Source: an optimization exercise on an open RTL-to-GDS flow (aim: small area and a short achievable clock period). Production flows keep margins and buffers that such runs may drop.
Function was checked by simulation only, so behaviour that the tests miss may differ from the original.
Power figures rest on the tool's default switching activity, not on a simulated workload.

<file path="design/flow/constraint.sdc">
create_clock -name core_clock -period 5.5 [get_ports {clk}]
set_input_delay 1.1000 -clock core_clock [delete_from_list [all_inputs] [get_ports {clk}]]
set_output_delay 1.1000 -clock core_clock [all_outputs]
set_load 0.01 [all_outputs]
</file>
<file path="design/flow/design.v">
module PE_int8(input wire [15:0] acc, input wire [7:0] x, input wire [11:0] yb, output wire [15:0] s);
    wire n0;
    BSEL0 un0 (.one(yb[0]), .neg(yb[2]), .xa(x[0]), .pp(n0));
    wire n1;
    BSEL un1 (.one(yb[0]), .two(yb[1]), .neg(yb[2]), .xa(x[1]), .xb(x[0]), .pp(n1));
    wire n2;
    BSEL un2 (.one(yb[0]), .two(yb[1]), .neg(yb[2]), .xa(x[2]), .xb(x[1]), .pp(n2));
    wire n3;
    BSEL un3 (.one(yb[0]), .two(yb[1]), .neg(yb[2]), .xa(x[3]), .xb(x[2]), .pp(n3));
    wire n4;
    BSEL un4 (.one(yb[0]), .two(yb[1]), .neg(yb[2]), .xa(x[4]), .xb(x[3]), .pp(n4));
    wire n5;
    BSEL un5 (.one(yb[0]), .two(yb[1]), .neg(yb[2]), .xa(x[5]), .xb(x[4]), .pp(n5));
    wire n6;
    BSEL un6 (.one(yb[0]), .two(yb[1]), .neg(yb[2]), .xa(x[6]), .xb(x[5]), .pp(n6));
    wire n7;
    BSEL un7 (.one(yb[0]), .two(yb[1]), .neg(yb[2]), .xa(x[7]), .xb(x[6]), .pp(n7));
    wire n8;
    BSEL8N un8 (.one(yb[0]), .two(yb[1]), .neg(yb[2]), .xa(x[7]), .pp(n8));
    wire n9;
    BSEL0 un9 (.one(yb[3]), .neg(yb[5]), .xa(x[0]), .pp(n9));
    wire n10;
    BSEL un10 (.one(yb[3]), .two(yb[4]), .neg(yb[5]), .xa(x[1]), .xb(x[0]), .pp(n10));
    wire n11;
    BSEL un11 (.one(yb[3]), .two(yb[4]), .neg(yb[5]), .xa(x[2]), .xb(x[1]), .pp(n11));
    wire n12;
    BSEL un12 (.one(yb[3]), .two(yb[4]), .neg(yb[5]), .xa(x[3]), .xb(x[2]), .pp(n12));
    wire n13;
    BSEL un13 (.one(yb[3]), .two(yb[4]), .neg(yb[5]), .xa(x[4]), .xb(x[3]), .pp(n13));
    wire n14;
    BSEL un14 (.one(yb[3]), .two(yb[4]), .neg(yb[5]), .xa(x[5]), .xb(x[4]), .pp(n14));
    wire n15;
    BSEL un15 (.one(yb[3]), .two(yb[4]), .neg(yb[5]), .xa(x[6]), .xb(x[5]), .pp(n15));
    wire n16;
    BSEL un16 (.one(yb[3]), .two(yb[4]), .neg(yb[5]), .xa(x[7]), .xb(x[6]), .pp(n16));
    wire n17;
    BSEL8N un17 (.one(yb[3]), .two(yb[4]), .neg(yb[5]), .xa(x[7]), .pp(n17));
    wire n18;
    BSEL0 un18 (.one(yb[6]), .neg(yb[8]), .xa(x[0]), .pp(n18));
    wire n19;
    BSEL un19 (.one(yb[6]), .two(yb[7]), .neg(yb[8]), .xa(x[1]), .xb(x[0]), .pp(n19));
    wire n20;
    BSEL un20 (.one(yb[6]), .two(yb[7]), .neg(yb[8]), .xa(x[2]), .xb(x[1]), .pp(n20));
    wire n21;
    BSEL un21 (.one(yb[6]), .two(yb[7]), .neg(yb[8]), .xa(x[3]), .xb(x[2]), .pp(n21));
    wire n22;
    BSEL un22 (.one(yb[6]), .two(yb[7]), .neg(yb[8]), .xa(x[4]), .xb(x[3]), .pp(n22));
    wire n23;
    BSEL un23 (.one(yb[6]), .two(yb[7]), .neg(yb[8]), .xa(x[5]), .xb(x[4]), .pp(n23));
    wire n24;
    BSEL un24 (.one(yb[6]), .two(yb[7]), .neg(yb[8]), .xa(x[6]), .xb(x[5]), .pp(n24));
    wire n25;
    BSEL un25 (.one(yb[6]), .two(yb[7]), .neg(yb[8]), .xa(x[7]), .xb(x[6]), .pp(n25));
    wire n26;
    BSEL8N un26 (.one(yb[6]), .two(yb[7]), .neg(yb[8]), .xa(x[7]), .pp(n26));
    wire n27;
    BSEL0 un27 (.one(yb[9]), .neg(yb[11]), .xa(x[0]), .pp(n27));
    wire n28;
    BSEL un28 (.one(yb[9]), .two(yb[10]), .neg(yb[11]), .xa(x[1]), .xb(x[0]), .pp(n28));
    wire n29;
    BSEL un29 (.one(yb[9]), .two(yb[10]), .neg(yb[11]), .xa(x[2]), .xb(x[1]), .pp(n29));
    wire n30;
    BSEL un30 (.one(yb[9]), .two(yb[10]), .neg(yb[11]), .xa(x[3]), .xb(x[2]), .pp(n30));
    wire n31;
    BSEL un31 (.one(yb[9]), .two(yb[10]), .neg(yb[11]), .xa(x[4]), .xb(x[3]), .pp(n31));
    wire n32;
    BSEL un32 (.one(yb[9]), .two(yb[10]), .neg(yb[11]), .xa(x[5]), .xb(x[4]), .pp(n32));
    wire n33;
    BSEL un33 (.one(yb[9]), .two(yb[10]), .neg(yb[11]), .xa(x[6]), .xb(x[5]), .pp(n33));
    wire n34;
    BSEL un34 (.one(yb[9]), .two(yb[10]), .neg(yb[11]), .xa(x[7]), .xb(x[6]), .pp(n34));
    wire n35;
    BSEL8N un35 (.one(yb[9]), .two(yb[10]), .neg(yb[11]), .xa(x[7]), .pp(n35));
    wire n36 = ~acc[8];
    wire n37 = ~acc[8];
    wire n38 = ~acc[11];
    wire n39 = ~acc[13];
    wire n40, n41;
    HA un40 (.a(acc[4]), .b(yb[8]), .s(n40), .co(n41));
    wire n42, n43;
    HA un42 (.a(acc[5]), .b(n12), .s(n42), .co(n43));
    wire n44, n45;
    FA un44 (.a(acc[6]), .b(yb[11]), .c(n13), .s(n44), .co(n45));
    wire n46, n47;
    HA un46 (.a(n20), .b(n27), .s(n46), .co(n47));
    wire n48, n49;
    FA un48 (.a(acc[7]), .b(n14), .c(n21), .s(n48), .co(n49));
    wire n50, n51;
    HA un50 (.a(n28), .b(n7), .s(n50), .co(n51));
    wire n52, n53;
    FA un52 (.a(n36), .b(n15), .c(n22), .s(n52), .co(n53));
    wire n54, n55;
    HA un54 (.a(n29), .b(n8), .s(n54), .co(n55));
    wire n56, n57;
    FA un56 (.a(acc[9]), .b(n37), .c(n16), .s(n56), .co(n57));
    wire n58, n59;
    HA un58 (.a(n23), .b(n30), .s(n58), .co(n59));
    wire n60, n61;
    FA un60 (.a(acc[10]), .b(acc[8]), .c(n17), .s(n60), .co(n61));
    wire n62, n63;
    HA un62 (.a(n24), .b(n31), .s(n62), .co(n63));
    wire n64, n65;
    HA un64 (.a(n38), .b(n25), .s(n64), .co(n65));
    wire n66, n67;
    HA un66 (.a(acc[11]), .b(acc[12]), .s(n66), .co(n67));
    wire n68, n69;
    HA un68 (.a(acc[2]), .b(yb[5]), .s(n68), .co(n69));
    wire n70, n71;
    HA un70 (.a(acc[3]), .b(n10), .s(n70), .co(n71));
    wire n72, n73;
    FA un72 (.a(n11), .b(n18), .c(n4), .s(n72), .co(n73));
    wire n74, n75;
    FA un74 (.a(n19), .b(n5), .c(n41), .s(n74), .co(n75));
    wire n76, n77;
    FA un76 (.a(n6), .b(n43), .c(n46), .s(n76), .co(n77));
    wire n78, n79;
    FA un78 (.a(n47), .b(n50), .c(n45), .s(n78), .co(n79));
    wire n80, n81;
    FA un80 (.a(n51), .b(n54), .c(n49), .s(n80), .co(n81));
    wire n82, n83;
    FA un82 (.a(n55), .b(n58), .c(n53), .s(n82), .co(n83));
    wire n84, n85;
    FA un84 (.a(n59), .b(n62), .c(n57), .s(n84), .co(n85));
    wire n86, n87;
    FA un86 (.a(n32), .b(n63), .c(n64), .s(n86), .co(n87));
    wire n88, n89;
    FA un88 (.a(n26), .b(n33), .c(n66), .s(n88), .co(n89));
    wire n90, n91;
    HA un90 (.a(n39), .b(n67), .s(n90), .co(n91));
    wire n92, n93;
    HA un92 (.a(acc[13]), .b(acc[14]), .s(n92), .co(n93));
    wire n94, n95;
    HA un94 (.a(acc[0]), .b(yb[2]), .s(n94), .co(n95));
    wire n96, n97;
    HA un96 (.a(acc[1]), .b(n1), .s(n96), .co(n97));
    wire n98, n99;
    FA un98 (.a(n2), .b(n9), .c(n68), .s(n98), .co(n99));
    wire n100, n101;
    FA un100 (.a(n3), .b(n69), .c(n70), .s(n100), .co(n101));
    wire n102, n103;
    FA un102 (.a(n40), .b(n71), .c(n72), .s(n102), .co(n103));
    wire n104, n105;
    FA un104 (.a(n42), .b(n73), .c(n74), .s(n104), .co(n105));
    wire n106, n107;
    FA un106 (.a(n44), .b(n75), .c(n76), .s(n106), .co(n107));
    wire n108, n109;
    FA un108 (.a(n48), .b(n77), .c(n78), .s(n108), .co(n109));
    wire n110, n111;
    FA un110 (.a(n52), .b(n79), .c(n80), .s(n110), .co(n111));
    wire n112, n113;
    FA un112 (.a(n56), .b(n81), .c(n82), .s(n112), .co(n113));
    wire n114, n115;
    FA un114 (.a(n60), .b(n83), .c(n84), .s(n114), .co(n115));
    wire n116, n117;
    FA un116 (.a(n61), .b(n86), .c(n85), .s(n116), .co(n117));
    wire n118, n119;
    FA un118 (.a(n65), .b(n88), .c(n87), .s(n118), .co(n119));
    wire n120, n121;
    FA un120 (.a(n34), .b(n90), .c(n89), .s(n120), .co(n121));
    wire n122, n123;
    FA un122 (.a(n35), .b(n92), .c(n91), .s(n122), .co(n123));
    wire n124 = acc[15] ^ n93;
    wire n125, n126;
    HA un125 (.a(n0), .b(n94), .s(n125), .co(n126));
    wire n127, n128;
    HA un127 (.a(n95), .b(n96), .s(n127), .co(n128));
    wire n129, n130;
    HA un129 (.a(n97), .b(n98), .s(n129), .co(n130));
    wire n131, n132;
    HA un131 (.a(n99), .b(n100), .s(n131), .co(n132));
    wire n133, n134;
    HA un133 (.a(n101), .b(n102), .s(n133), .co(n134));
    wire n135, n136;
    HA un135 (.a(n103), .b(n104), .s(n135), .co(n136));
    wire n137, n138;
    HA un137 (.a(n105), .b(n106), .s(n137), .co(n138));
    wire n139, n140;
    HA un139 (.a(n107), .b(n108), .s(n139), .co(n140));
    wire n141, n142;
    HA un141 (.a(n109), .b(n110), .s(n141), .co(n142));
    wire n143, n144;
    HA un143 (.a(n111), .b(n112), .s(n143), .co(n144));
    wire n145, n146;
    HA un145 (.a(n113), .b(n114), .s(n145), .co(n146));
    wire n147, n148;
    HA un147 (.a(n115), .b(n116), .s(n147), .co(n148));
    wire n149, n150;
    HA un149 (.a(n118), .b(n117), .s(n149), .co(n150));
    wire n151, n152;
    HA un151 (.a(n120), .b(n119), .s(n151), .co(n152));
    wire n153, n154;
    HA un153 (.a(n122), .b(n121), .s(n153), .co(n154));
    wire n155 = n124 ^ n123;
    wire n156;
    GC111 un156 (.i0(n128), .i1(n127), .i2(n126), .o(n156));
    wire n157;
    GC111 un157 (.i0(n132), .i1(n131), .i2(n130), .o(n157));
    wire n158;
    PC11 un158 (.i0(n131), .i1(n129), .o(n158));
    wire n159;
    GC111 un159 (.i0(n136), .i1(n135), .i2(n134), .o(n159));
    wire n160;
    PC11 un160 (.i0(n135), .i1(n133), .o(n160));
    wire n161;
    GC111 un161 (.i0(n140), .i1(n139), .i2(n138), .o(n161));
    wire n162;
    PC11 un162 (.i0(n139), .i1(n137), .o(n162));
    wire n163;
    GC111 un163 (.i0(n144), .i1(n143), .i2(n142), .o(n163));
    wire n164;
    PC11 un164 (.i0(n143), .i1(n141), .o(n164));
    wire n165;
    GC111 un165 (.i0(n148), .i1(n147), .i2(n146), .o(n165));
    wire n166;
    PC11 un166 (.i0(n147), .i1(n145), .o(n166));
    wire n167;
    GC111 un167 (.i0(n152), .i1(n151), .i2(n150), .o(n167));
    wire n168;
    PC11 un168 (.i0(n151), .i1(n149), .o(n168));
    wire n169;
    GC110 un169 (.i0(n130), .i1(n129), .i2(n156), .o(n169));
    wire n170;
    GC000 un170 (.i0(n157), .i1(n158), .i2(n156), .o(n170));
    wire n171;
    GC110 un171 (.i0(n138), .i1(n137), .i2(n159), .o(n171));
    wire n172;
    PC10 un172 (.i0(n137), .i1(n160), .o(n172));
    wire n173;
    GC000 un173 (.i0(n161), .i1(n162), .i2(n159), .o(n173));
    wire n174;
    PC00 un174 (.i0(n162), .i1(n160), .o(n174));
    wire n175;
    GC110 un175 (.i0(n146), .i1(n145), .i2(n163), .o(n175));
    wire n176;
    PC10 un176 (.i0(n145), .i1(n164), .o(n176));
    wire n177;
    GC000 un177 (.i0(n165), .i1(n166), .i2(n163), .o(n177));
    wire n178;
    PC00 un178 (.i0(n166), .i1(n164), .o(n178));
    wire n179;
    GC110 un179 (.i0(n154), .i1(n153), .i2(n167), .o(n179));
    wire n180;
    PC10 un180 (.i0(n153), .i1(n168), .o(n180));
    wire n181;
    GC110 un181 (.i0(n134), .i1(n133), .i2(n170), .o(n181));
    wire n182;
    GC000 un182 (.i0(n159), .i1(n160), .i2(n170), .o(n182));
    wire n183;
    GC000 un183 (.i0(n171), .i1(n172), .i2(n170), .o(n183));
    wire n184;
    GC000 un184 (.i0(n173), .i1(n174), .i2(n170), .o(n184));
    wire n185;
    GC110 un185 (.i0(n150), .i1(n149), .i2(n177), .o(n185));
    wire n186;
    PC10 un186 (.i0(n149), .i1(n178), .o(n186));
    wire n187;
    GC000 un187 (.i0(n167), .i1(n168), .i2(n177), .o(n187));
    wire n188;
    PC00 un188 (.i0(n168), .i1(n178), .o(n188));
    wire n189;
    GC000 un189 (.i0(n179), .i1(n180), .i2(n177), .o(n189));
    wire n190;
    PC00 un190 (.i0(n180), .i1(n178), .o(n190));
    wire n191;
    GC110 un191 (.i0(n142), .i1(n141), .i2(n184), .o(n191));
    wire n192;
    GC000 un192 (.i0(n163), .i1(n164), .i2(n184), .o(n192));
    wire n193;
    GC000 un193 (.i0(n175), .i1(n176), .i2(n184), .o(n193));
    wire n194;
    GC000 un194 (.i0(n177), .i1(n178), .i2(n184), .o(n194));
    wire n195;
    GC000 un195 (.i0(n185), .i1(n186), .i2(n184), .o(n195));
    wire n196;
    GC000 un196 (.i0(n187), .i1(n188), .i2(n184), .o(n196));
    wire n197;
    GC000 un197 (.i0(n189), .i1(n190), .i2(n184), .o(n197));
    assign s[0] = n125;
    assign s[1] = n127 ^ n126;
    assign s[2] = n129 ^ ~n156;
    assign s[3] = n131 ^ ~n169;
    assign s[4] = n133 ^ ~n170;
    assign s[5] = n135 ^ ~n181;
    assign s[6] = n137 ^ ~n182;
    assign s[7] = n139 ^ ~n183;
    assign s[8] = n141 ^ ~n184;
    assign s[9] = n143 ^ ~n191;
    assign s[10] = n145 ^ ~n192;
    assign s[11] = n147 ^ ~n193;
    assign s[12] = n149 ^ ~n194;
    assign s[13] = n151 ^ ~n195;
    assign s[14] = n153 ^ ~n196;
    assign s[15] = n155 ^ n197;
endmodule
module FA(input wire a, input wire b, input wire c, output wire s, output wire co);
    assign s = a ^ b ^ c;
    assign co = (a & b) | (a & c) | (b & c);
endmodule
module HA(input wire a, input wire b, output wire s, output wire co);
    assign s = a ^ b;
    assign co = a & b;
endmodule
module BSEL(input wire one, input wire two, input wire neg, input wire xa, input wire xb, output wire pp);
    assign pp = ((one & xa) | (two & xb)) ^ neg;
endmodule
module BSEL0(input wire one, input wire neg, input wire xa, output wire pp);
    assign pp = (one & xa) ^ neg;
endmodule
module BSEL8N(input wire one, input wire two, input wire neg, input wire xa, output wire pp);
    assign pp = ~(((one | two) & xa) ^ neg);
endmodule
module BENC(input wire b2, input wire b1, input wire b0, output wire one, output wire two, output wire neg);
    assign one = b1 ^ b0;
    assign two = (b2 & ~b1 & ~b0) | (~b2 & b1 & b0);
    assign neg = b2;
endmodule
module GC000(input wire i0, input wire i1, input wire i2, output wire o);
    assign o = ~(~i0 | (~i1 & ~i2));
endmodule
module GC110(input wire i0, input wire i1, input wire i2, output wire o);
    assign o = ~(i0 | (i1 & ~i2));
endmodule
module GC111(input wire i0, input wire i1, input wire i2, output wire o);
    assign o = ~(i0 | (i1 & i2));
endmodule
module PC00(input wire i0, input wire i1, output wire o);
    assign o = ~(~i0 & ~i1);
endmodule
module PC10(input wire i0, input wire i1, output wire o);
    assign o = ~(i0 & ~i1);
endmodule
module PC11(input wire i0, input wire i1, output wire o);
    assign o = ~(i0 & i1);
endmodule
module systolic_4x4(    input  wire clk,
                        input  wire rst,
                        input  wire [31: 0] x_flat,    
                        input  wire [31: 0] y_flat,    
                        output wire [255:0] out_flat,  
                        output wire done
        );
    reg  [7:0]  xo  [15:0];
    reg  [11:0] yo  [15:0];      
    wire [11:0] ytop [3:0];      
    reg  [15:0] acc [15:0];
    reg  [15:0] out [15:0];
    wire [15:0] sum [15:0];
    wire [15:0] res [15:0];      
    wire [15:0] clr;
    reg  [3:0]  counter;
    reg         done_r;
    reg  [4:1]  warm;            
    assign done = done_r;
    genvar gi, gj;
    generate
        for (gj = 0; gj < 4; gj = gj + 1) begin : g_enc
            BENC e0 (.b2(y_flat[8*gj+1]), .b1(y_flat[8*gj+0]), .b0(1'b0),
                     .one(ytop[gj][0]), .two(ytop[gj][1]), .neg(ytop[gj][2]));
            BENC e1 (.b2(y_flat[8*gj+3]), .b1(y_flat[8*gj+2]), .b0(y_flat[8*gj+1]),
                     .one(ytop[gj][3]), .two(ytop[gj][4]), .neg(ytop[gj][5]));
            BENC e2 (.b2(y_flat[8*gj+5]), .b1(y_flat[8*gj+4]), .b0(y_flat[8*gj+3]),
                     .one(ytop[gj][6]), .two(ytop[gj][7]), .neg(ytop[gj][8]));
            BENC e3 (.b2(y_flat[8*gj+7]), .b1(y_flat[8*gj+6]), .b0(y_flat[8*gj+5]),
                     .one(ytop[gj][9]), .two(ytop[gj][10]), .neg(ytop[gj][11]));
        end
        for (gi = 0; gi < 4; gi = gi + 1) begin : g_row
            for (gj = 0; gj < 4; gj = gj + 1) begin : g_col
                localparam integer N   = 4*gi + gj;
                localparam integer LAG = (gi == 0 || gj == 0);
                localparam integer K   = (gi > gj) ? gi : gj;
                localparam integer M   = LAG ? K + 1 : K;
                if (LAG) begin : g_lag
                    PE_int8 pe (.acc(acc[N]), .x(xo[N]), .yb(yo[N]), .s(sum[N]));
                    assign res[N] = sum[N];
                end else begin : g_nolag
                    PE_int8 pe (.acc(acc[N]), .x(xo[N-1]), .yb(yo[N-4]), .s(sum[N]));
                    assign res[N] = acc[N];
                end
                assign clr[N] = rst | ~warm[M];
                assign out_flat[16*N +: 16] = out[N];
            end
        end
    endgenerate
    integer i, j;
    always @(posedge clk) begin
        for (i = 0; i < 4; i = i + 1)
            for (j = 0; j < 4; j = j + 1) begin
                if (j < 3 || i == 0) xo[4*i+j] <= (j == 0) ? x_flat[8*i +: 8] : xo[4*i+j-1];
                if (i < 3 || j == 0) yo[4*i+j] <= (i == 0) ? ytop[j] : yo[4*i+j-4];
            end
        for (i = 0; i < 16; i = i + 1)
            acc[i] <= clr[i] ? 16'd0 : sum[i];
        warm <= rst ? 4'd0 : {warm[3:1], 1'b1};
        if (rst) begin
            for (i = 0; i < 16; i = i + 1) out[i] <= 16'd0;
            done_r  <= 1'b0;
            counter <= 4'd0;
        end else if (counter == 4'd10) begin
            for (i = 0; i < 16; i = i + 1) out[i] <= res[i];
            done_r  <= 1'b1;
            counter <= 4'd0;
        end else begin
            done_r  <= 1'b0;
            counter <= counter + 1'b1;
        end
    end
endmodule
</file>
<file path="design/flow/run.sh">
#!/bin/bash
# synth_recipe.tcl (not shown) runs the flow's synth.tcl, then flattens the netlist and writes it again
# the make line also repeats each setting of config.mk as NAME=value (left out here)
make -C /OpenROAD-flow-scripts/flow DESIGN_CONFIG=/design/flow/config.mk WORK_HOME=/design/flow/orfs CLKGATE_MAP_FILE= SYNTH_SCRIPT=/design/flow/synth_recipe.tcl finish
</file>
<file path="design/flow/config.mk">
export PLATFORM = sky130hd
export DESIGN_NAME = systolic_4x4
export DESIGN_NICKNAME = systolic_4x4
export VERILOG_FILES = /design/flow/design.v
export SDC_FILE = /design/flow/constraint.sdc
export NUM_CORES = 4
export LEC_CHECK = 0
export CAP_MARGIN = 20
export CORE_MARGIN = 2
export CORE_UTILIZATION = 65
export CTS_BUF_LIST = sky130_fd_sc_hd__clkbuf_4 sky130_fd_sc_hd__clkbuf_8
export PLACE_DENSITY = 0.75
export SETUP_SLACK_MARGIN = 2.0
export SLEW_MARGIN = 20
export SYNTH_HIERARCHICAL = 1
export SYNTH_MINIMUM_KEEP_SIZE = 0
</file>
==> results of run 1 <==
## final cells by class
class,instances,share of cell area
diodes,2,0.0000702
inverters,162,0.00870
clock buffers,201,0.0356
clock inverters,46,0.00670
repair buffers,848,0.114
flip-flops and latches,781,0.231
well taps,1144,0.0201
multi-input cells,4129,0.585
## registers in the layout (all words and copies together) (netlist names)
| signal | count |
|---|---|
| acc | 256 |
| warm | 4 |
| xo | 104 |
| counter | 4 |
| yo | 156 |
| done_r | 1 |
| out | 256 |
## modules after synthesis, one instance, submodules excluded, a selection
module        area (sq um)  copies in the design  cells
BSEL                  21.3                   448      2
BSEL0                 12.5                    64      2
BSEL8N                17.5                    64      2
FA                    20.0                   432      1
GC000                 7.51                   224      1
GC110                 12.5                   112      2
GC111                 8.76                   112      1
HA                    12.5                   480      1
PC00                  6.26                    64      1
PC10                  6.26                    64      1
PC11                  3.75                    96      1
PE_int8                168                    16     21
systolic_4x4         21200                     1   1942
## metrics by stage
stage,instances,instance area (sq um),hold WS [ns]
finish,7313,71300,0.418
global placement,6554,60900,0.440
detailed placement,6555,60900,0.445
CTS,7196,69200,0.421
global route,7312,71300,0.425
floorplan,5217,56900,0.419
## worst register-to-register path: cells and delay by family (launching register included)
kind | cells | cell delay, ns
AO/OA/AOI/OAI | 3 | 0.47
XOR/XNOR | 3 | 0.50
adder cells (fa/ha/maj) | 4 | 1.74
flip-flops | 1 | 0.47
AND/OR/NAND/NOR | 4 | 0.71
## metal layers
metal | GRT usage | up-vias | part of all wire
li1 | - | 19400 | -
met1 | 0.439 | 21000 | 0.42
met2 | 0.542 | 1434 | 0.48
met3 | 0.0530 | 386 | 0.060
met4 | 0.126 | 0 | 0.037
met5 | 0 | - | 0
## timing repair
item,4_1_cts,5_1_grt
pin swaps,259,245
endpoints found under the setup margin,184,187
setup buffers,394,115
gates resized for setup,419,237
## final timing paths
path / from / to / depth (start not counted)
worst max-delay path: yo[1][6]$_DFF_P_ / out[1][15]$_SDFFE_PP0N_ / 14
worst min-delay path: xo[2][6]$_DFF_P_ / xo[3][6]$_DFF_P_ / 0
worst max register to register: yo[1][6]$_DFF_P_ / out[1][15]$_SDFFE_PP0N_ / 14
worst min register to register: xo[2][6]$_DFF_P_ / xo[3][6]$_DFF_P_ / 0
## power groups by stage
stage | Clock [mW] | Combinational, mW | Sequential (mW)
2_1_floorplan | 0 | 22.2 | 6.99
3_3_place_gp | 0 | 25.9 | 7.32
3_5_place_dp | 0 | 26.4 | 7.33
4_1_cts | 6.04 | 32.2 | 7.04
5_1_grt | 6.30 | 40.0 | 7.12
6_report | 5.96 | 37.3 | 7.06
## cells in the final DEF, fill, tap and decap left out, types with 89 or more instances in the layout
master             n
a22oi_2          448
ha_4             111
buf_4            378
xnor2_1          657
clkbuf_8         165
xor2_1           107
and2_1           251
ha_1             362
xnor2_2           89
fa_1             369
dfxtp_4          194
a21oi_1          237
inv_1            147
a21oi_2          236
o21a_1           204
nand2_1          649
clkdlybuf4s50_1  321
dfxtp_1          523
buf_6            100
## cell families (layout without fill, tap and decap cells)
logic type               Yosys count  in the layout  share of synthesized area
AO/OA/AOI/OAI                   1234           1234                      0.203
flip-flops                       781            781                      0.280
other                              1             14                  0.0000672
buffers and inverters            307           1257                     0.0256
adder cells (fa/ha/maj)          914            914                      0.263
XOR/XNOR                         864            864                      0.136
AND/OR/NAND/NOR                 1105           1105                     0.0929
==> flow_metrics.tcl, run 1 <==
set metrics [dict create \
    setup_ws_ns 1.51 \
    synth_top_cells_by_count "dfxtp_1 (781), xnor2_1 (752), nand2_1 (691), ha_1 (482), a22oi_2 (448)" \
    peakVddDrop_uv 759 \
    synth.avg_cell_area_sq_um 10.7 \
    sw_frac_of_total 0.416 \
    postCtsHoldBufs 0 \
    track_usage 0.330 \
    path_class "flop to flop" \
    die-area_sq_mm 0.0882 \
    grt_pass1_vias 43300 \
    reg2reg_slack_ns 1.51 \
    power.density_mw_per_mm2 705 \
    final_nets 7038 \
    critPathCaptureType "flop" \
    dpl.hpwl_um 96500 \
    cp_cell_sequence "a22oi_2, xnor2_1, fa_2, fa_1, fa_2, ha_4, nand2_2, or2_4, or2_1, o21a_1, xor2_1, xnor2_1, nand2_1, a21oi_2" \
    cts.clk_slew.worst_paths_ns 0.06 \
    pin_count 323 \
    status "no timing/DRC/antenna violations" \
    power_frac_clock 0.119 \
    pwr-share-comb 0.741 \
    ys_ff_latch 781 \
    max_stage_delay_ns 0.58 \
    antenna_left 0 \
    p_switching_mw 20.9 \
    maxCapViolCount 0 \
    cts.sinks 781 \
    worst_clock_skew_ns 0.0285 \
    yosysSeqAreaShare 0.280 \
    critPathBufInv 0 \
    root_buffer "clkbuf_8" \
    cp_top_family "adder cells" \
    clockBufferDepth 3 \
    slowest_stage "fa_1" \
    wl_per_cell_um 20.9 \
    hold_class "flop to flop" \
    synth.top_cell.area_share 0.280 \
    start_util 0.655 \
    antenna_found_initial 2 \
    period_share 0.725 \
    critical_path_arrival_ns 4.75 \
    crit_required_ns 6.26 \
    synthCells 5206 \
    drive_gt1_frac 0.355 \
    drtIter0Drc 2734 \
    seq_power_share 0.140 \
    yosys.area.top_type "dfxtp_1" \
    viasPerCell 5.78 \
    async_flop_share 0 \
    drv_slew 0 \
    synthTopCellsByArea "dfxtp_1 (28%), fa_1 (15%), xnor2_1 (12%)" \
    ys.flop_type "dfxtp_1" \
    synth.most_common_cell "dfxtp_1" \
    max_slew_margin 0.283 \
    total_power_mw 50.3 \
    cts_inserted_buffers 136 \
    worstSetupStartpointType "flop" \
    cts_tree "yes" \
    area_growth_pct 27.8 \
    core-area_sq_mm 0.0851 \
    pre_cts_slack_ns 1.49 \
    period_minus_slack_ns 3.99 \
    die_y_um 297 \
    rsz0062_at_grt "yes" \
    netlist_area_sq_mm 0.0558 \
    gp_congestion 0.881 \
    path_max_fanout 8 \
    worstMarginPinSlew_ns 1.08 \
    grt_max_degree 137 \
    internal_power_mw 29.4 \
    timing.fmax_ghz 0.251 \
    fp.dieW_um 297 \
    grt_pass1_wl_um 234000 \
    clkLatencyLatePin_ns 0.85 \
    rows 107 \
    hold_viol_final 0 \
    multiInputGateArea_sq_mm 0.0417 \
    dr.pass1.iters 5 \
    post-route-util 0.838 \
    seq_area_sq_mm 0.0164 \
    yosysUniqueCellTypes 30 \
    setup_viol 0 \
    yosysWarnings 15 \
    tns_ns 0 \
    synth-edff-count 0 \
    io_buffers 322 \
    drc 0 \
    routed_wl_um 153000 \
    fillCellCount 4813 \
    vias 42300 \
    htree_levels 4 \
    overflow 0 \
    p_leak_nw 27.2 \
]
==> inputs of run 2 (changes only) <==
--- a/design/flow/design.v
+++ b/design/flow/design.v
@@ -244,21 +244,21 @@
     wire n181;
-    GC110 un181 (.i0(n134), .i1(n133), .i2(n170), .o(n181));
+    GC111 un181 (.i0(n134), .i1(n133), .i2(n170), .o(n181));
     wire n182;
-    GC000 un182 (.i0(n159), .i1(n160), .i2(n170), .o(n182));
+    GC001 un182 (.i0(n159), .i1(n160), .i2(n170), .o(n182));
     wire n183;
-    GC000 un183 (.i0(n171), .i1(n172), .i2(n170), .o(n183));
+    GC001 un183 (.i0(n171), .i1(n172), .i2(n170), .o(n183));
     wire n184;
-    GC000 un184 (.i0(n173), .i1(n174), .i2(n170), .o(n184));
+    GC111 un184 (.i0(n173), .i1(n174), .i2(n170), .o(n184));
     wire n185;
-    GC110 un185 (.i0(n150), .i1(n149), .i2(n177), .o(n185));
+    GC111 un185 (.i0(n150), .i1(n149), .i2(n177), .o(n185));
     wire n186;
-    PC10 un186 (.i0(n149), .i1(n178), .o(n186));
+    PC11 un186 (.i0(n149), .i1(n178), .o(n186));
     wire n187;
-    GC000 un187 (.i0(n167), .i1(n168), .i2(n177), .o(n187));
+    GC001 un187 (.i0(n167), .i1(n168), .i2(n177), .o(n187));
     wire n188;
-    PC00 un188 (.i0(n168), .i1(n178), .o(n188));
+    PC01 un188 (.i0(n168), .i1(n178), .o(n188));
     wire n189;
-    GC000 un189 (.i0(n179), .i1(n180), .i2(n177), .o(n189));
+    GC001 un189 (.i0(n179), .i1(n180), .i2(n177), .o(n189));
     wire n190;
-    PC00 un190 (.i0(n180), .i1(n178), .o(n190));
+    PC01 un190 (.i0(n180), .i1(n178), .o(n190));
     wire n191;
@@ -270,3 +270,3 @@
     wire n194;
-    GC000 un194 (.i0(n177), .i1(n178), .i2(n184), .o(n194));
+    GC110 un194 (.i0(n177), .i1(n178), .i2(n184), .o(n194));
     wire n195;
@@ -281,3 +281,3 @@
     assign s[3] = n131 ^ ~n169;
-    assign s[4] = n133 ^ ~n170;
+    assign s[4] = n133 ^ n170;
     assign s[5] = n135 ^ ~n181;
@@ -287,8 +287,8 @@
     assign s[9] = n143 ^ ~n191;
-    assign s[10] = n145 ^ ~n192;
-    assign s[11] = n147 ^ ~n193;
+    assign s[10] = n145 ^ n192;
+    assign s[11] = n147 ^ n193;
     assign s[12] = n149 ^ ~n194;
-    assign s[13] = n151 ^ ~n195;
-    assign s[14] = n153 ^ ~n196;
-    assign s[15] = n155 ^ n197;
+    assign s[13] = n151 ^ n195;
+    assign s[14] = n153 ^ n196;
+    assign s[15] = n155 ^ ~n197;
 endmodule
@@ -303,3 +303,11 @@
 module BSEL(input wire one, input wire two, input wire neg, input wire xa, input wire xb, output wire pp);
-    assign pp = ((one & xa) | (two & xb)) ^ neg;
+    wire sn;
+    BSELA ua (.one(one), .two(two), .xa(xa), .xb(xb), .sn(sn));
+    BXNOR ux (.a(sn), .b(neg), .y(pp));
+endmodule
+module BSELA(input wire one, input wire two, input wire xa, input wire xb, output wire sn);
+    assign sn = ~((one & xa) | (two & xb));
+endmodule
+module BXNOR(input wire a, input wire b, output wire y);
+    assign y = ~(a ^ b);
 endmodule
@@ -317,3 +325,6 @@
 module GC000(input wire i0, input wire i1, input wire i2, output wire o);
-    assign o = ~(~i0 | (~i1 & ~i2));
+    assign o = (~i0 | (~i1 & ~i2));
+endmodule
+module GC001(input wire i0, input wire i1, input wire i2, output wire o);
+    assign o = ~(~i0 | (~i1 & i2));
 endmodule
@@ -326,3 +337,6 @@
 module PC00(input wire i0, input wire i1, output wire o);
-    assign o = ~(~i0 & ~i1);
+    assign o = (~i0 & ~i1);
+endmodule
+module PC01(input wire i0, input wire i1, output wire o);
+    assign o = ~(~i0 & i1);
 endmodule
@@ -368,12 +382,6 @@
                 localparam integer N   = 4*gi + gj;
-                localparam integer LAG = (gi == 0 || gj == 0);
                 localparam integer K   = (gi > gj) ? gi : gj;
-                localparam integer M   = LAG ? K + 1 : K;
-                if (LAG) begin : g_lag
-                    PE_int8 pe (.acc(acc[N]), .x(xo[N]), .yb(yo[N]), .s(sum[N]));
-                    assign res[N] = sum[N];
-                end else begin : g_nolag
-                    PE_int8 pe (.acc(acc[N]), .x(xo[N-1]), .yb(yo[N-4]), .s(sum[N]));
-                    assign res[N] = acc[N];
-                end
+                localparam integer M   = K + 1;
+                PE_int8 pe (.acc(acc[N]), .x(xo[N]), .yb(yo[N]), .s(sum[N]));
+                assign res[N] = sum[N];
                 assign clr[N] = rst | ~warm[M];
@@ -387,4 +395,4 @@
             for (j = 0; j < 4; j = j + 1) begin
-                if (j < 3 || i == 0) xo[4*i+j] <= (j == 0) ? x_flat[8*i +: 8] : xo[4*i+j-1];
-                if (i < 3 || j == 0) yo[4*i+j] <= (i == 0) ? ytop[j] : yo[4*i+j-4];
+                xo[4*i+j] <= (j == 0) ? x_flat[8*i +: 8] : xo[4*i+j-1];
+                yo[4*i+j] <= (i == 0) ? ytop[j] : yo[4*i+j-4];
             end
--- a/design/flow/config.mk
+++ b/design/flow/config.mk
@@ -12,3 +12,3 @@
 export PLACE_DENSITY = 0.75
-export SETUP_SLACK_MARGIN = 2.0
+export SETUP_SLACK_MARGIN = 1.5
 export SLEW_MARGIN = 20
==> flow_metrics.tcl, run 2 <==
set metrics [dict create \
    status "no timing/DRC/antenna violations" \
    antenna_found_initial 8 \
    grt_max_degree 220 \
    grt_pass1_vias 40400 \
    clockBufferDepth 3 \
    period_minus_slack_ns 3.87 \
    die-area_sq_mm 0.0898 \
    fp.dieW_um 300 \
    final_common_cell "nand2_1" \
    dpl.hpwl_um 101000 \
    routed_wl_um 136000 \
    reg_top3 "acc (256), out (256), yo (192)" \
    netlist_area_sq_mm 0.0569 \
    fillCellCount 6359 \
    critical_path_arrival_ns 4.64 \
    rows 108 \
    worst_clock_skew_ns 0.0370 \
    setup_ws_ns 1.63 \
    drv_slew 0 \
    use_met2 0.504 \
    async_flop_share 0 \
    reg2reg_slack_ns 1.63 \
    antenna_left 0 \
    final_nets 6646 \
    yosysWarnings 15 \
    drc 0 \
    yosysSeqAreaShare 0.296 \
    rr_startpoint "xo[6][6]$_DFF_P_" \
    grt_util_met1 0.395 \
    p_leak_nw 24.9 \
    path_max_fanout 9 \
    viasPerCell 5.63 \
    r2r_end "out[6][15]$_SDFFE_PP0N_" \
    pin_count 323 \
    synth.most_common_cell "dfxtp_1" \
    max_slew_margin 0.325 \
    io_buffers 322 \
    synth.top_cell.area_share 0.296 \
    dp_cells 6672 \
    crit_required_ns 6.27 \
    grt_pass1_wl_um 219000 \
    track_usage 0.307 \
    worstMarginPinSlew_ns 1.01 \
    cts_tree "yes" \
    area_growth_pct 13.8 \
    yosysUniqueCellTypes 29 \
    dr.pass1.iters 6 \
    final_cells 6922 \
    synth.avg_cell_area_sq_um 10.7 \
    wl_per_cell_um 19.6 \
    synth_top_cells_by_count "dfxtp_1 (841), nand2_1 (707), xnor2_1 (688), ha_1 (482), a22oi_2 (448)" \
    gp_congestion 0.899 \
    worstHoldEndpoint "xo[10][0]$_DFF_P_" \
    htree_levels 4 \
    tns_ns 0 \
    start_util 0.655 \
    synthTopCellsByArea "dfxtp_1 (30%), fa_1 (15%), ha_1 (11%)" \
    pre_cts_slack_ns 1.22 \
    post-route-util 0.746 \
    die_y_um 300 \
    worstHoldStart "xo[9][0]$_DFF_P_" \
    maxCapViolCount 0 \
    setup_viol 0 \
    busiest_layer "met2" \
    ys_ff_latch 841 \
    drive_gt1_frac 0.239 \
    period_share 0.703 \
    synthCells 5314 \
    root_buffer "clkbuf_8" \
    postCtsHoldBufs 0 \
    peakVddDrop_uv 691 \
    path_class "flop to flop" \
    hold_viol_final 0 \
    r2r_cells 14 \
    cts.sinks 841 \
    vias 39000 \
    critPathCaptureType "flop" \
    clkLatencyLatePin_ns 0.85 \
    hold_class "flop to flop" \
    timing.fmax_ghz 0.259 \
    ys.flop_type "dfxtp_1" \
    hold_depth 0 \
    cts.clk_slew.worst_paths_ns 0.07 \
    rsz0062_at_grt "yes" \
    drtIter0Drc 2287 \
    final_cell_mix "nand2_1 (707), xnor2_1 (688), dfxtp_1 (534), ha_1 (482), a22oi_2 (448)" \
    synth-edff-count 0 \
    grt_use_met3 0.0608 \
    power.density_mw_per_mm2 576 \
    worstSetupStartpointType "flop" \
    yosys.area.top_type "dfxtp_1" \
    overflow 0 \
    cts_inserted_buffers 143 \
    core-area_sq_mm 0.0868 \
]
run 2: cell count changes after synthesis, sizes merged, moves of 48 or more:
cell and change:
dfxtp +60, xor2 +64, a21boi +64, xnor2 -64
o21ai +128, o21a -224, inv +48, or2 -64
run 2: cells by family after synthesis:
group	Yosys count	synth area share
buf+inv	355	0.0296
other cells	1	0.0000660
fa+ha+maj	914	0.258
simple gates	1105	0.0890
xor+xnor	864	0.133
compound gates	1234	0.194
flops	841	0.296
run 2: timing repair:
| item | 4_1_cts | 5_1_grt |
|---|---|---|
| endpoints found under the setup margin | 72 | 181 |
| setup buffers | 0 | 2 |
| gates resized for setup | 82 | 293 |
| cloned | 0 | 0 |
run 2: worst max path at each step:
stage | slack (ns) | depth (start not counted) | to | start
finish | 1.63 | 14 | out[6][15]$_SDFFE_PP0N_ | xo[6][6]$_DFF_P_
global route | 1.46 | 14 | out[8][15]$_SDFFE_PP0N_ | xo[8][0]$_DFF_P_
CTS | 1.48 | 14 | out[7][15]$_SDFFE_PP0N_ | yo[7][3]$_DFF_P_
detailed placement | 1.22 | 14 | out[7][15]$_SDFFE_PP0N_ | yo[7][3]$_DFF_P_
global placement | 1.24 | 14 | out[7][15]$_SDFFE_PP0N_ | yo[7][3]$_DFF_P_
floorplan | 1.94 | 14 | out[0][15]$_SDFFE_PP0N_ | yo[0][3]$_DFF_P_
run 2: area by class of cell:
cell class	instances	area, sq um	share of cell area
timing repair buffer	341	3430	0.0530
multi-input combinational	4129	38600	0.596
clock inverter	37	480	0.00743
tap	1155	1450	0.0223
inverter	210	788	0.0122
antenna	6	15.0	0.000232
sequential	841	17300	0.268
clock buffer	203	2660	0.0411
run 2: modules after synthesis (local to each module, per instance), a selection:
module,flops+latches,cell area [sq um],cells inside,times used
GC111,0,8.76,1,160
BSELA,0,12.5,1,448
systolic_4x4,841,22400,2002,1
BENC,0,38.8,5,16
HA,0,12.5,1,480
GC001,0,11.3,2,64
PC01,0,6.26,1,32
PC10,0,6.26,1,48
PC00,0,3.75,1,32
BSEL8N,0,17.5,2,64
run 2: where the power goes:
group | switching (mW) | internal, mW | total, mW
logic | 13.3 | 10.3 | 23.6
clock network | 2.63 | 3.58 | 6.21
registers | 0.912 | 6.60 | 7.51
total | 16.8 | 20.5 | 37.3
run 2: critical path, cell delays in order (launching register included):
cell      delay [ns]
dfxtp_2         0.50
a22oi_2         0.14
xnor2_1         0.16
fa_1            0.45
fa_1            0.54
fa_1            0.45
ha_1            0.35
a21oi_2         0.22
o21ai_2         0.13
a21boi_1        0.14
o21ai_1         0.10
xnor2_1         0.15
xnor2_1         0.24
nand2_1         0.08
a21oi_1         0.13
run 2: stage by stage:
step / total power [mW] / hold slack [ns] / cell area (sq um)
floorplan: 26.2 / 0.460 / 56900
global placement: 30.1 / 0.441 / 60800
detailed placement: 30.4 / 0.446 / 60800
CTS: 36.9 / 0.454 / 64100
global route: 40.6 / 0.448 / 64700
finish: 37.3 / 0.439 / 64700
run 2: per-layer routing:
layer / part of all wire / up-vias / wire [um]
li1: - / 18700 / -
met1: 0.43 / 19000 / 58000
met2: 0.47 / 1016 / 64000
met3: 0.059 / 283 / 7960
met4: 0.042 / 10 / 5730
met5: 0.00048 / - / 65
==> inputs of run 3 (changes only) <==
--- a/design/flow/design.v
+++ b/design/flow/design.v
@@ -78,3 +78,3 @@
     wire n40, n41;
-    HA un40 (.a(acc[4]), .b(yb[8]), .s(n40), .co(n41));
+    HA un40 (.a(yb[8]), .b(acc[4]), .s(n40), .co(n41));
     wire n42, n43;
@@ -82,3 +82,3 @@
     wire n44, n45;
-    FA un44 (.a(acc[6]), .b(yb[11]), .c(n13), .s(n44), .co(n45));
+    FA un44 (.a(yb[11]), .b(acc[6]), .c(n13), .s(n44), .co(n45));
     wire n46, n47;
@@ -90,9 +90,9 @@
     wire n52, n53;
-    FA un52 (.a(n36), .b(n15), .c(n22), .s(n52), .co(n53));
+    FA un52 (.a(n15), .b(n22), .c(n29), .s(n52), .co(n53));
     wire n54, n55;
-    HA un54 (.a(n29), .b(n8), .s(n54), .co(n55));
+    HA un54 (.a(n8), .b(n36), .s(n54), .co(n55));
     wire n56, n57;
-    FA un56 (.a(acc[9]), .b(n37), .c(n16), .s(n56), .co(n57));
+    FA un56 (.a(acc[9]), .b(n16), .c(n23), .s(n56), .co(n57));
     wire n58, n59;
-    HA un58 (.a(n23), .b(n30), .s(n58), .co(n59));
+    HA un58 (.a(n30), .b(n37), .s(n58), .co(n59));
     wire n60, n61;
@@ -102,3 +102,3 @@
     wire n64, n65;
-    HA un64 (.a(n38), .b(n25), .s(n64), .co(n65));
+    HA un64 (.a(n25), .b(n32), .s(n64), .co(n65));
     wire n66, n67;
@@ -106,3 +106,3 @@
     wire n68, n69;
-    HA un68 (.a(acc[2]), .b(yb[5]), .s(n68), .co(n69));
+    HA un68 (.a(yb[5]), .b(acc[2]), .s(n68), .co(n69));
     wire n70, n71;
@@ -124,7 +124,7 @@
     wire n86, n87;
-    FA un86 (.a(n32), .b(n63), .c(n64), .s(n86), .co(n87));
+    FA un86 (.a(n38), .b(n63), .c(n64), .s(n86), .co(n87));
     wire n88, n89;
-    FA un88 (.a(n26), .b(n33), .c(n66), .s(n88), .co(n89));
+    FA un88 (.a(n26), .b(n33), .c(n65), .s(n88), .co(n89));
     wire n90, n91;
-    HA un90 (.a(n39), .b(n67), .s(n90), .co(n91));
+    HA un90 (.a(n34), .b(n39), .s(n90), .co(n91));
     wire n92, n93;
@@ -132,3 +132,3 @@
     wire n94, n95;
-    HA un94 (.a(acc[0]), .b(yb[2]), .s(n94), .co(n95));
+    HA un94 (.a(yb[2]), .b(acc[0]), .s(n94), .co(n95));
     wire n96, n97;
@@ -140,3 +140,3 @@
     wire n102, n103;
-    FA un102 (.a(n40), .b(n71), .c(n72), .s(n102), .co(n103));
+    FA un102 (.a(n71), .b(n40), .c(n72), .s(n102), .co(n103));
     wire n104, n105;
@@ -156,7 +156,7 @@
     wire n118, n119;
-    FA un118 (.a(n65), .b(n88), .c(n87), .s(n118), .co(n119));
+    FA un118 (.a(n66), .b(n88), .c(n87), .s(n118), .co(n119));
     wire n120, n121;
-    FA un120 (.a(n34), .b(n90), .c(n89), .s(n120), .co(n121));
+    FA un120 (.a(n67), .b(n90), .c(n89), .s(n120), .co(n121));
     wire n122, n123;
-    FA un122 (.a(n35), .b(n92), .c(n91), .s(n122), .co(n123));
+    FA un122 (.a(n35), .b(n91), .c(n92), .s(n122), .co(n123));
     wire n124 = acc[15] ^ n93;
@@ -360,5 +360,4 @@
     reg  [15:0] out [15:0];
-    wire [15:0] sum [15:0];
-    wire [15:0] res [15:0];      
-    wire [15:0] clr;
+    wire [15:0] sum [15:0];      
+    wire [15:0] out_d [15:0];
     reg  [3:0]  counter;
@@ -366,4 +365,8 @@
     reg  [4:1]  warm;            
+    reg  [15:0] keep;            
     assign done = done_r;
-    genvar gi, gj;
+    wire snap = (counter == 4'd10);
+    wire ld   = snap & ~rst;     
+    wire kp   = ~snap & ~rst;    
+    genvar gi, gj, gb;
     generate
@@ -381,8 +384,10 @@
             for (gj = 0; gj < 4; gj = gj + 1) begin : g_col
-                localparam integer N   = 4*gi + gj;
-                localparam integer K   = (gi > gj) ? gi : gj;
-                localparam integer M   = K + 1;
-                PE_int8 pe (.acc(acc[N]), .x(xo[N]), .yb(yo[N]), .s(sum[N]));
-                assign res[N] = sum[N];
-                assign clr[N] = rst | ~warm[M];
+                localparam integer N = 4*gi + gj;
+                localparam integer K = (gi > gj) ? gi : gj;
+                always @(posedge clk) keep[N] <= ~rst & warm[K+1];
+                wire [15:0] acc_in = acc[N] & {16{keep[N]}};
+                PE_int8 pe (.acc(acc_in), .x(xo[N]), .yb(yo[N]), .s(sum[N]));
+                for (gb = 0; gb < 16; gb = gb + 1) begin : g_bit
+                    OMUX m (.s(sum[N][gb]), .o(out[N][gb]), .ld(ld), .kp(kp), .y(out_d[N][gb]));
+                end
                 assign out_flat[16*N +: 16] = out[N];
@@ -398,11 +403,11 @@
             end
-        for (i = 0; i < 16; i = i + 1)
-            acc[i] <= clr[i] ? 16'd0 : sum[i];
+        for (i = 0; i < 16; i = i + 1) begin
+            acc[i] <= sum[i];
+            out[i] <= out_d[i];
+        end
         warm <= rst ? 4'd0 : {warm[3:1], 1'b1};
         if (rst) begin
-            for (i = 0; i < 16; i = i + 1) out[i] <= 16'd0;
             done_r  <= 1'b0;
             counter <= 4'd0;
-        end else if (counter == 4'd10) begin
-            for (i = 0; i < 16; i = i + 1) out[i] <= res[i];
+        end else if (snap) begin
             done_r  <= 1'b1;
@@ -415 +420,4 @@
 endmodule
+module OMUX(input wire s, input wire o, input wire ld, input wire kp, output wire y);
+    assign y = (s & ld) | (o & kp);
+endmodule
==> flow_metrics.tcl, run 3 <==
set metrics [dict create \
    status "no timing/DRC/antenna violations" \
    peakVddDrop_uv 586 \
    synth.most_common_cell "dfxtp_1" \
    muxShareOfSynthArea 0.000181 \
    rows 107 \
    synth-edff-count 0 \
    fin_hold_ws_ns 0.389 \
    synthXorXnorAreaFrac 0.136 \
    yosysUniqueCellTypes 31 \
    clockBufferDepth 3 \
    max_stage_delay_ns 0.52 \
    synth.top_cell.area_share 0.305 \
    yosysSeqAreaShare 0.305 \
    pin_count 323 \
    htree_levels 4 \
    gp_congestion 0.864 \
    grt_pass1_vias 38200 \
    area_growth_pct 15.8 \
    reg_top3 "acc (256), out (256), yo (192)" \
    grt_pass1_wl_um 204000 \
    rsz0062_at_grt "yes" \
    critPathCaptureType "flop" \
    synthCells 4723 \
    clkLatencyLatePin_ns 0.86 \
    reg2reg_slack_ns 1.61 \
    routed_wl_um 127000 \
    period_share 0.708 \
    worst_clock_skew_ns 0.0388 \
    synthTopCellsByArea "dfxtp_1 (31%), fa_1 (16%), ha_1 (11%)" \
    synth.avg_cell_area_sq_um 11.7 \
    netlist_area_sq_mm 0.0554 \
    synth_top_cells_by_count "dfxtp_1 (845), xnor2_1 (688), ha_1 (482), a22oi_2 (448), fa_1 (432)" \
    critical_path_arrival_ns 4.61 \
    fp.dieW_um 296 \
    core-area_sq_mm 0.0849 \
    vias 37000 \
    hold_viol_final 0 \
    async_flop_share 0 \
    die_y_um 296 \
    setup_viol 0 \
    cts_inserted_buffers 144 \
    overflow 0 \
    track_usage 0.292 \
    drtIter0Drc 1855 \
    synth_top_family_by_area "adder cells" \
    cts_tree "yes" \
    path_max_fanout 9 \
    worstSetupStartpointType "flop" \
    wl_per_cell_um 19.8 \
    antenna_left 0 \
    max_slew_margin 0.412 \
    cts.clk_slew.worst_paths_ns 0.06 \
    post-route-util 0.756 \
    cp_cell_sequence "a22oi_2, xnor2_1, fa_1, fa_1, fa_1, ha_1, a21oi_2, o21ai_1, a21oi_4, o21ai_1, xnor2_1, xnor2_1, a22o_1" \
    total_power_mw 34.1 \
    final_cell_mix "xnor2_1 (688), dfxtp_1 (542), ha_1 (482), a22oi_2 (448), fa_1 (432)" \
    timing.fmax_ghz 0.257 \
    viasPerCell 5.75 \
    yosysWarnings 15 \
    start_util 0.653 \
    root_buffer "clkbuf_8" \
    p_leak_nw 25.6 \
    grt_max_degree 163 \
    period_minus_slack_ns 3.89 \
    cts.sinks 845 \
    tns_ns 0 \
    synthAdderAreaFrac 0.265 \
    drc 0 \
    hold_class "flop to flop" \
    slowest_stage "dfxtp_2" \
    antenna_found_initial 3 \
    die-area_sq_mm 0.0877 \
    crit_required_ns 6.22 \
    io_buffers 322 \
    yosys.area.top_type "dfxtp_1" \
    synth_compound_area_frac 0.216 \
    dr.pass1.iters 5 \
    ys_ff_latch 845 \
    power.density_mw_per_mm2 531 \
    worstMarginPinSlew_ns 0.881 \
    cp_top_family "adder cells" \
    synth-simple-area-share 0.0566 \
    final_common_cell "xnor2_1" \
    ys.flop_type "dfxtp_1" \
    path_class "flop to flop" \
    dpl.hpwl_um 93300 \
    drv_slew 0 \
    final_nets 6151 \
    critPathBufInv 0 \
    maxCapViolCount 0 \
    drive_gt1_frac 0.266 \
]
-- run 3: what timing repair did --
| item | CTS | global route |
|---|---|---|
| gates cloned | 0 | 2 |
| hold buffers | 0 | 0 |
| buffers inserted | 1 | 11 |
| gates resized for setup | 116 | 256 |
| pin swaps | 0 | 6 |
| endpoints found under the setup margin | 61 | 111 |
-- run 3: power breakdown --
group | leakage, nW | switching (mW) | internal [mW]
Clock | 1.75 | 2.73 | 3.88
Sequential | 7.05 | 0.909 | 7.58
Combinational | 16.8 | 10.9 | 8.10
-- run 3: cell type report --
cell class	count	area (sq um)
antenna	2	5.00
clock buffer	203	2590
clock inverter	58	813
fill	5963	20700
inverter	211	800
multi-input combinational	3619	37600
sequential	845	17300
tap	1144	1430
timing repair buffer	350	3570
-- run 3: path summary, 6_finish.rpt --
path              cells past startpoint             endpoint              start
setup / recovery                     13  out[10][15]$_DFF_P_  xo[10][4]$_DFF_P_
hold / removal                        0     xo[5][6]$_DFF_P_   xo[4][6]$_DFF_P_
setup reg to reg                     13  out[10][15]$_DFF_P_  xo[10][4]$_DFF_P_
hold reg to reg                       0     xo[5][6]$_DFF_P_   xo[4][6]$_DFF_P_
-- run 3: stage by stage --
stage	cell area, sq um	instances	setup WS, ns
after floorplan	55500	4734	-0.557
after global placement	60000	6155	1.32
after detailed placement	60000	6155	1.23
after CTS	63500	6417	1.46
after global routing	64200	6431	1.43
final	64200	6432	1.61
-- run 3: per-module statistics from Yosys, one instance, submodules excluded, a selection --
| module | copies in the design | cells inside |
|---|---|---|
| PE_int8 | 16 | 21 |
| GC110 | 96 | 2 |
| systolic_4x4 | 1 | 1155 |
| GC000 | 128 | 1 |
| GC111 | 160 | 1 |
| HA | 480 | 1 |
| PC01 | 32 | 1 |
| PC00 | 32 | 1 |
| BSEL0 | 64 | 2 |
| PC10 | 48 | 1 |
| BSEL8N | 64 | 2 |
-- run 3: cells by family (layout without fill, tap and decap cells) --
group | Yosys count | in the layout
adders and majority gates | 914 | 914
buffers and inverters | 270 | 822
DFF | 845 | 845
other | 1 | 14
xor gates and xnor gates | 864 | 864
muxes | 1 | 1
AOI/OAI and AO/OA | 1235 | 1235
and+or+nand+nor | 593 | 593
-- run 3: metal layers --
layer	vias up	track usage	wire (um)
met4	0	0.102	3520
met2	814	0.479	60500
met1	18500	0.385	56100
li1	17500	-	-
met3	221	0.0608	6860
met5	-	0	0
==> inputs of run 4 (changes only) <==
--- a/design/flow/config.mk
+++ b/design/flow/config.mk
@@ -10,3 +10,5 @@
 export CORE_UTILIZATION = 65
-export CTS_BUF_LIST = sky130_fd_sc_hd__clkbuf_4 sky130_fd_sc_hd__clkbuf_8
+export CTS_BUF_LIST = sky130_fd_sc_hd__clkbuf_8 sky130_fd_sc_hd__clkbuf_16
+export CTS_CLUSTER_DIAMETER = 80
+export CTS_CLUSTER_SIZE = 24
 export PLACE_DENSITY = 0.75
==> flow_metrics.tcl, run 4 <==
set metrics [dict create \
    power.density_mw_per_mm2 505 \
    synth.top_cell.area_share 0.305 \
    critPathCaptureType "flop" \
    grt_pass1_wl_um 202000 \
    fp.dieW_um 296 \
    setup_viol 0 \
    p_switching_mw 14.0 \
    yosys.area.top_type "dfxtp_1" \
    root_buffer "clkbuf_16" \
    netlist_area_sq_mm 0.0554 \
    maxCapViolCount 0 \
    worstMarginPinSlew_ns 0.890 \
    clockBufferDepth 3 \
    start_util 0.653 \
    drv_slew 0 \
    synth.most_common_cell "dfxtp_1" \
    routed_wl_um 126000 \
    yosysSeqAreaShare 0.305 \
    clkLatencyLatePin_ns 0.64 \
    pwr-share-comb 0.602 \
    rows 107 \
    hold_viol_final 0 \
    pin_count 323 \
    dr.pass1.iters 6 \
    p_leak_nw 24.6 \
    max_slew_margin 0.407 \
    final_cell_mix "xnor2_1 (688), dfxtp_1 (533), ha_1 (482), a22oi_2 (448), fa_1 (432)" \
    overflow 0 \
    area_growth_pct 12.5 \
    yosysWarnings 15 \
    cts_tree "yes" \
    sw_frac_of_total 0.445 \
    cts_inserted_buffers 48 \
    hold_class "flop to flop" \
    synth-edff-count 0 \
    final_common_cell "xnor2_1" \
    synth.avg_cell_area_sq_um 11.7 \
    cts.clk_slew.worst_paths_ns 0.10 \
    antenna_found_initial 2 \
    core-area_sq_mm 0.0849 \
    die_y_um 296 \
    internal_power_mw 17.5 \
    ys.flop_type "dfxtp_1" \
    power_frac_clock 0.129 \
    ys_ff_latch 845 \
    reg_top3 "acc (256), out (256), yo (192)" \
    worst_clock_skew_ns 0.0265 \
    dp_cells 6155 \
    period_minus_slack_ns 3.90 \
    synthTopCellsByArea "dfxtp_1 (31%), fa_1 (16%), ha_1 (11%)" \
    diodes 0 \
    grt_max_degree 163 \
    gp_congestion 0.864 \
    path_max_fanout 9 \
    drtIter0Drc 1853 \
    drc 0 \
    postCtsHoldBufs 0 \
    cts.sinks 845 \
    final_cells 6241 \
    io_buffers 322 \
    seq_power_share 0.269 \
    die-area_sq_mm 0.0877 \
    status "no timing/DRC/antenna violations" \
    track_usage 0.285 \
    timing.fmax_ghz 0.257 \
    synth_top_cells_by_count "dfxtp_1 (845), xnor2_1 (688), ha_1 (482), a22oi_2 (448), fa_1 (432)" \
    period_share 0.708 \
    worstSetupStartpointType "flop" \
    fin_hold_ws_ns 0.397 \
    grt_pass1_vias 37500 \
    rsz0062_at_grt "yes" \
    wl_per_cell_um 20.1 \
    synthCells 4723 \
    peakVddDrop_uv 524 \
    viasPerCell 5.81 \
    antenna_left 0 \
    path_class "flop to flop" \
    htree_levels 2 \
    critical_path_arrival_ns 4.41 \
    crit_required_ns 6.02 \
    final_nets 6052 \
    dpl.hpwl_um 93300 \
    drive_gt1_frac 0.241 \
    vias 36200 \
    yosysUniqueCellTypes 31 \
    async_flop_share 0 \
]
==> run 4: cell families (layout without fill, tap and decap cells) <==
logic type               count (synthesis)  after routing  share of synthesized area
multiplexers                             1              1                   0.000181
AO/OA/AOI/OAI                         1235           1235                      0.216
adder cells (fa/ha/maj)                914            914                      0.265
AND/OR/NAND/NOR                        593            593                     0.0566
XOR/XNOR                               864            864                      0.136
flip-flops                             845            845                      0.305
other                                    1             12                  0.0000676
buffers and inverters                  270            633                     0.0207
==> run 4: area by class of cell <==
type,count,area (sq um)
Tap cell,1144,1430
Timing Repair Buffer,347,3570
Multi-Input combinational cell,3619,37600
Inverter,211,800
Sequential cell,845,17400
Clock inverter,24,310
Fill cell,6157,22500
Clock buffer,51,1250
==> run 4: power groups by stage <==
stage                     Combinational [mW]  Clock, mW  Sequential (mW)
after floorplan                         14.9          0             8.26
after global placement                  18.1          0             8.55
after detailed placement                18.4          0             8.58
after CTS                               18.6       4.15             8.46
after global routing                    21.2       4.36             8.61
final                                   19.0       4.06             8.48
==> run 4: modules after synthesis, one instance, submodules excluded, excerpt <==
module        flops+latches  times used  cells  cell area [sq um]
BENC                      0          16      5               38.8
BSEL0                     0          64      2               12.5
BSEL8N                    0          64      2               17.5
BSELA                     0         448      1               12.5
BXNOR                     0         448      1               8.76
GC000                     0         128      1               5.00
GC001                     0          64      2               11.3
GC111                     0         160      1               8.76
HA                        0         480      1               12.5
OMUX                      0         256      1               8.76
PC00                      0          32      1               3.75
PC01                      0          32      1               6.26
PC11                      0         112      1               3.75
PE_int8                   0          16     21                168
systolic_4x4            845           1   1155              18800
==> run 4: final timing paths <==
path,start,endpoint,slack (ns),depth (start not counted)
setup / recovery,xo[10][6]$_DFF_P_,out[10][15]$_DFF_P_,1.60,13
setup reg to reg,xo[10][6]$_DFF_P_,out[10][15]$_DFF_P_,1.60,13
hold reg to reg,xo[4][6]$_DFF_P_,xo[5][6]$_DFF_P_,0.40,0
hold / removal,xo[4][6]$_DFF_P_,xo[5][6]$_DFF_P_,0.40,0
==> run 4: critical path, cell delays in order (launching register included) <==
cell      delay, ns
dfxtp_2        0.52
a22oi_2        0.13
xnor2_1        0.17
fa_1           0.46
fa_1           0.53
fa_1           0.42
ha_1           0.33
a21oi_2        0.23
o21ai_2        0.14
a21boi_1       0.17
o21ai_1        0.12
xnor2_1        0.21
xnor2_1        0.12
a22o_1         0.23
==> run 4: timing repair <==
item                                    4_1_cts  5_1_grt
gates resized for setup                     122      271
setup buffers                                 1        7
endpoints found under the setup margin       59      117
gates cloned                                  0        3
hold endpoints to repair                      0        0
pin swaps                                     0        7
==> run 4: per-layer routing <==
layer / part of all wire / GRT usage / wire length, um / vias up
met2: 0.48 / 0.483 / 60700 / 650
li1: - / - / - / 17200
met4: 0.023 / 0.0652 / 2880 / 0
met3: 0.040 / 0.0398 / 5070 / 162
met1: 0.45 / 0.388 / 56900 / 18300
met5: 0 / 0 / 0 / -
==> run 4: stage by stage <==
stage	power [mW]	setup WS [ns]	utilization	cell area, sq um	TNS [ns]
after global routing	34.2	1.45	0.735	62400	0
after detailed placement	27.0	1.23	0.707	60000	0
after floorplan	23.2	-0.557	-	55500	-142.70
after global placement	26.7	1.32	0.707	60000	0
final	31.5	1.60	0.735	62400	0
after CTS	31.2	1.45	0.727	61700	0
==> inputs of run 5 (changes only) <==
--- a/design/flow/config.mk
+++ b/design/flow/config.mk
@@ -14,3 +14,3 @@
 export PLACE_DENSITY = 0.75
-export SETUP_SLACK_MARGIN = 1.5
+export SETUP_SLACK_MARGIN = 1.9
 export SLEW_MARGIN = 20
==> flow_metrics.tcl, run 5 <==
set metrics [dict create \
    status "no timing/DRC/antenna violations" \
    period_minus_slack_ns 3.81 \
    pre_cts_slack_ns 1.23 \
    post-route-util 0.813 \
    clockBufferDepth 3 \
    setup_ws_ns 1.69 \
    setup_viol 0 \
    critPathCaptureType "flop" \
    drv_slew 0 \
    start_util 0.653 \
    grt_pass1_vias 39100 \
    maxCapViolCount 0 \
    multiInputGateArea_sq_mm 0.0410 \
    pwr-share-comb 0.700 \
    slowest_stage "fa_1" \
    fin_area_sq_mm 0.0690 \
    fin_hold_ws_ns 0.399 \
    vias 38800 \
    yosys.area.top_type "dfxtp_1" \
    final_cell_mix "xnor2_1 (644), dfxtp_1 (524), a22oi_2 (448), ha_1 (368), fa_1 (356)" \
    drtIter0Drc 2434 \
    antenna_left 0 \
    p_leak_nw 26.8 \
    cts.clk_slew.worst_paths_ns 0.09 \
    antenna_found_initial 4 \
    ys_ff_latch 845 \
    io_buffers 322 \
    path_class "flop to flop" \
    fp.dieW_um 296 \
    reg_top3 "acc (256), out (256), yo (192)" \
    max_slew_margin 0.411 \
    internal_power_mw 23.4 \
    synth.avg_cell_area_sq_um 11.7 \
    grt_pass1_wl_um 214000 \
    drc 0 \
    cts.sinks 845 \
    track_usage 0.304 \
    cp_cell_sequence "buf_12, a22oi_2, xnor2_1, fa_1, fa_1, fa_1, ha_1, a21oi_2, o21ai_4, buf_6, a21boi_2, o21ai_2, xor2_1, a22o_1" \
    synth-edff-count 0 \
    max_stage_delay_ns 0.50 \
    netlist_area_sq_mm 0.0554 \
    worstHoldStart "xo[4][6]$_DFF_P_" \
    area_growth_pct 24.5 \
    viasPerCell 5.93 \
    worstMarginPinSlew_ns 0.884 \
    total_power_mw 41.7 \
    seq_power_share 0.202 \
    cts_inserted_buffers 48 \
    dpl.hpwl_um 93300 \
    grt_max_degree 163 \
    seq_area_sq_mm 0.0179 \
    rr_startpoint "yo[14][4]$_DFF_P_" \
    root_buffer "clkbuf_16" \
    wl_per_cell_um 22.1 \
    timing.fmax_ghz 0.263 \
    critical_path_arrival_ns 4.33 \
    path_max_fanout 5 \
    power_frac_clock 0.098 \
    hold_depth 0 \
    cts_tree "yes" \
    synth_top_cells_by_count "dfxtp_1 (845), xnor2_1 (688), ha_1 (482), a22oi_2 (448), fa_1 (432)" \
    fillCellCount 5018 \
    ys.flop_type "dfxtp_1" \
    path_common_cell "fa_1" \
    postCtsHoldBufs 0 \
    hold_class "flop to flop" \
    clkLatencyLatePin_ns 0.64 \
    overflow 0 \
    peakVddDrop_uv 602 \
    routed_wl_um 145000 \
    sw_frac_of_total 0.439 \
    power.density_mw_per_mm2 604 \
    rsz0062_at_grt "yes" \
    period_share 0.693 \
    reg2reg_slack_ns 1.69 \
    synthTopCellsByArea "dfxtp_1 (31%), fa_1 (16%), ha_1 (11%)" \
    final_cells 6551 \
    dr.pass1.iters 5 \
    final_nets 6361 \
    synthCells 4723 \
    crit_required_ns 6.02 \
    synth.most_common_cell "dfxtp_1" \
    yosysSeqAreaShare 0.305 \
    crit_start "yo[14][4]$_DFF_P_" \
    dp_cells 6155 \
    hold_viol_final 0 \
    worstSetupStartpointType "flop" \
    pin_count 323 \
    die-area_sq_mm 0.0877 \
    final_common_cell "xnor2_1" \
    yosysUniqueCellTypes 31 \
    tns_ns 0 \
    die_y_um 296 \
    htree_levels 2 \
    yosysWarnings 15 \
    drive_gt1_frac 0.368 \
    p_switching_mw 18.3 \
    gp_congestion 0.864 \
    core-area_sq_mm 0.0849 \
    r2r_cells 14 \
    post_dp_cell_area_sq_mm 0.0600 \
    worst_clock_skew_ns 0.0232 \
    rows 107 \
    async_flop_share 0 \
    synth.top_cell.area_share 0.305 \
]
run 5: cell counts after synthesis:
No cell type changed its count.
run 5: kinds of logic (layout without fill, tap and decap cells):
logic type,Yosys count,after routing,synth area share
compound gates,1235,1235,0.216
fa+ha+maj,914,914,0.265
xor+xnor,864,864,0.136
flops,845,845,0.305
simple gates,593,593,0.0566
buf+inv,270,942,0.0207
other cells,1,13,0.0000676
mux,1,1,0.000181
run 5: cell type report:
type,count,area share
tap,1144,0.0207
antenna,1,0.0000363
sequential,845,0.259
inverter,211,0.0118
clock inverter,24,0.00450
timing repair buffer,656,0.0921
clock buffer,51,0.0182
multi-input combinational,3619,0.594
run 5: power groups by stage:
| stage | combinational [mW] | sequential (mW) | clock (mW) |
|---|---|---|---|
| after floorplan | 14.9 | 8.26 | 0 |
| after global placement | 18.1 | 8.55 | 0 |
| after detailed placement | 18.4 | 8.58 | 0 |
| after CTS | 22.8 | 8.44 | 4.15 |
| after global routing | 31.3 | 8.55 | 4.36 |
| final | 29.2 | 8.43 | 4.08 |
run 5: worst paths after layout:
check,end
max,out[14][14]$_DFF_P_
max reg2reg,out[14][14]$_DFF_P_
min reg2reg,xo[5][6]$_DFF_P_
min,xo[5][6]$_DFF_P_
run 5: layer usage:
metal | part of all wire | wire length (um) | vias up | track usage
li1 | - | - | 17800 | -
met1 | 0.42 | 60600 | 19700 | 0.409
met2 | 0.50 | 71900 | 1075 | 0.515
met3 | 0.050 | 7230 | 308 | 0.0415
met4 | 0.033 | 4840 | 0 | 0.0872
met5 | 0 | 0 | - | 0
run 5: what timing repair did:
item,4_1_cts,5_1_grt
pin swaps,124,310
cloned,7,3
resized for setup,717,499
buffers inserted,115,195
endpoints found under the setup margin,255,167
run 5: critical path: cells and delay by family, from the launching register on:
kind / cells / cell delay [ns]
AO/OA/AOI/OAI: 6 / 0.96
XOR/XNOR: 2 / 0.30
adder cells (fa/ha/maj): 4 / 1.79
buffers and inverters: 2 / 0.27
flip-flops: 1 / 0.38
run 5: modules after synthesis, one instance, submodules excluded, excerpt:
module,cells,copies in the design
GC110,2,96
BSEL0,2,64
BSEL8N,2,64
BSELA,1,448
PC10,1,48
BENC,5,16
FA,1,432
GC000,1,128
PC01,1,32
PC00,1,32
GC001,2,64
PE_int8,21,16

## what the ideal ports hide
The results above use ideal ports. As a check the final layouts listed here were re-extracted and re-timed, cells and wires unchanged.
Step 1: set_driving_cell puts a clkbuf_16 on clk and a buf_2 on each other input, an assumption about the parent block.
Step 2 times the ports against the registers' clock, not the clock port: input delays grow and output delays shrink by t, the midpoint of the rising clock arrivals with the driver on.
Slacks: ideal / step 1 / step 2; pairs: ideal / step 1.
run	shift t [ns]	setup WS [ns]
run 1	0.905	1.514 / 1.514 / 1.514
run 2	0.905	1.634 / 1.634 / 1.634
run 3	0.900	1.607 / 1.607 / 1.588
run 4	0.696	1.604 / 1.604 / 1.590
run 5	0.700	1.691 / 1.691 / 1.555
After both steps setup and hold are still met in every run listed.
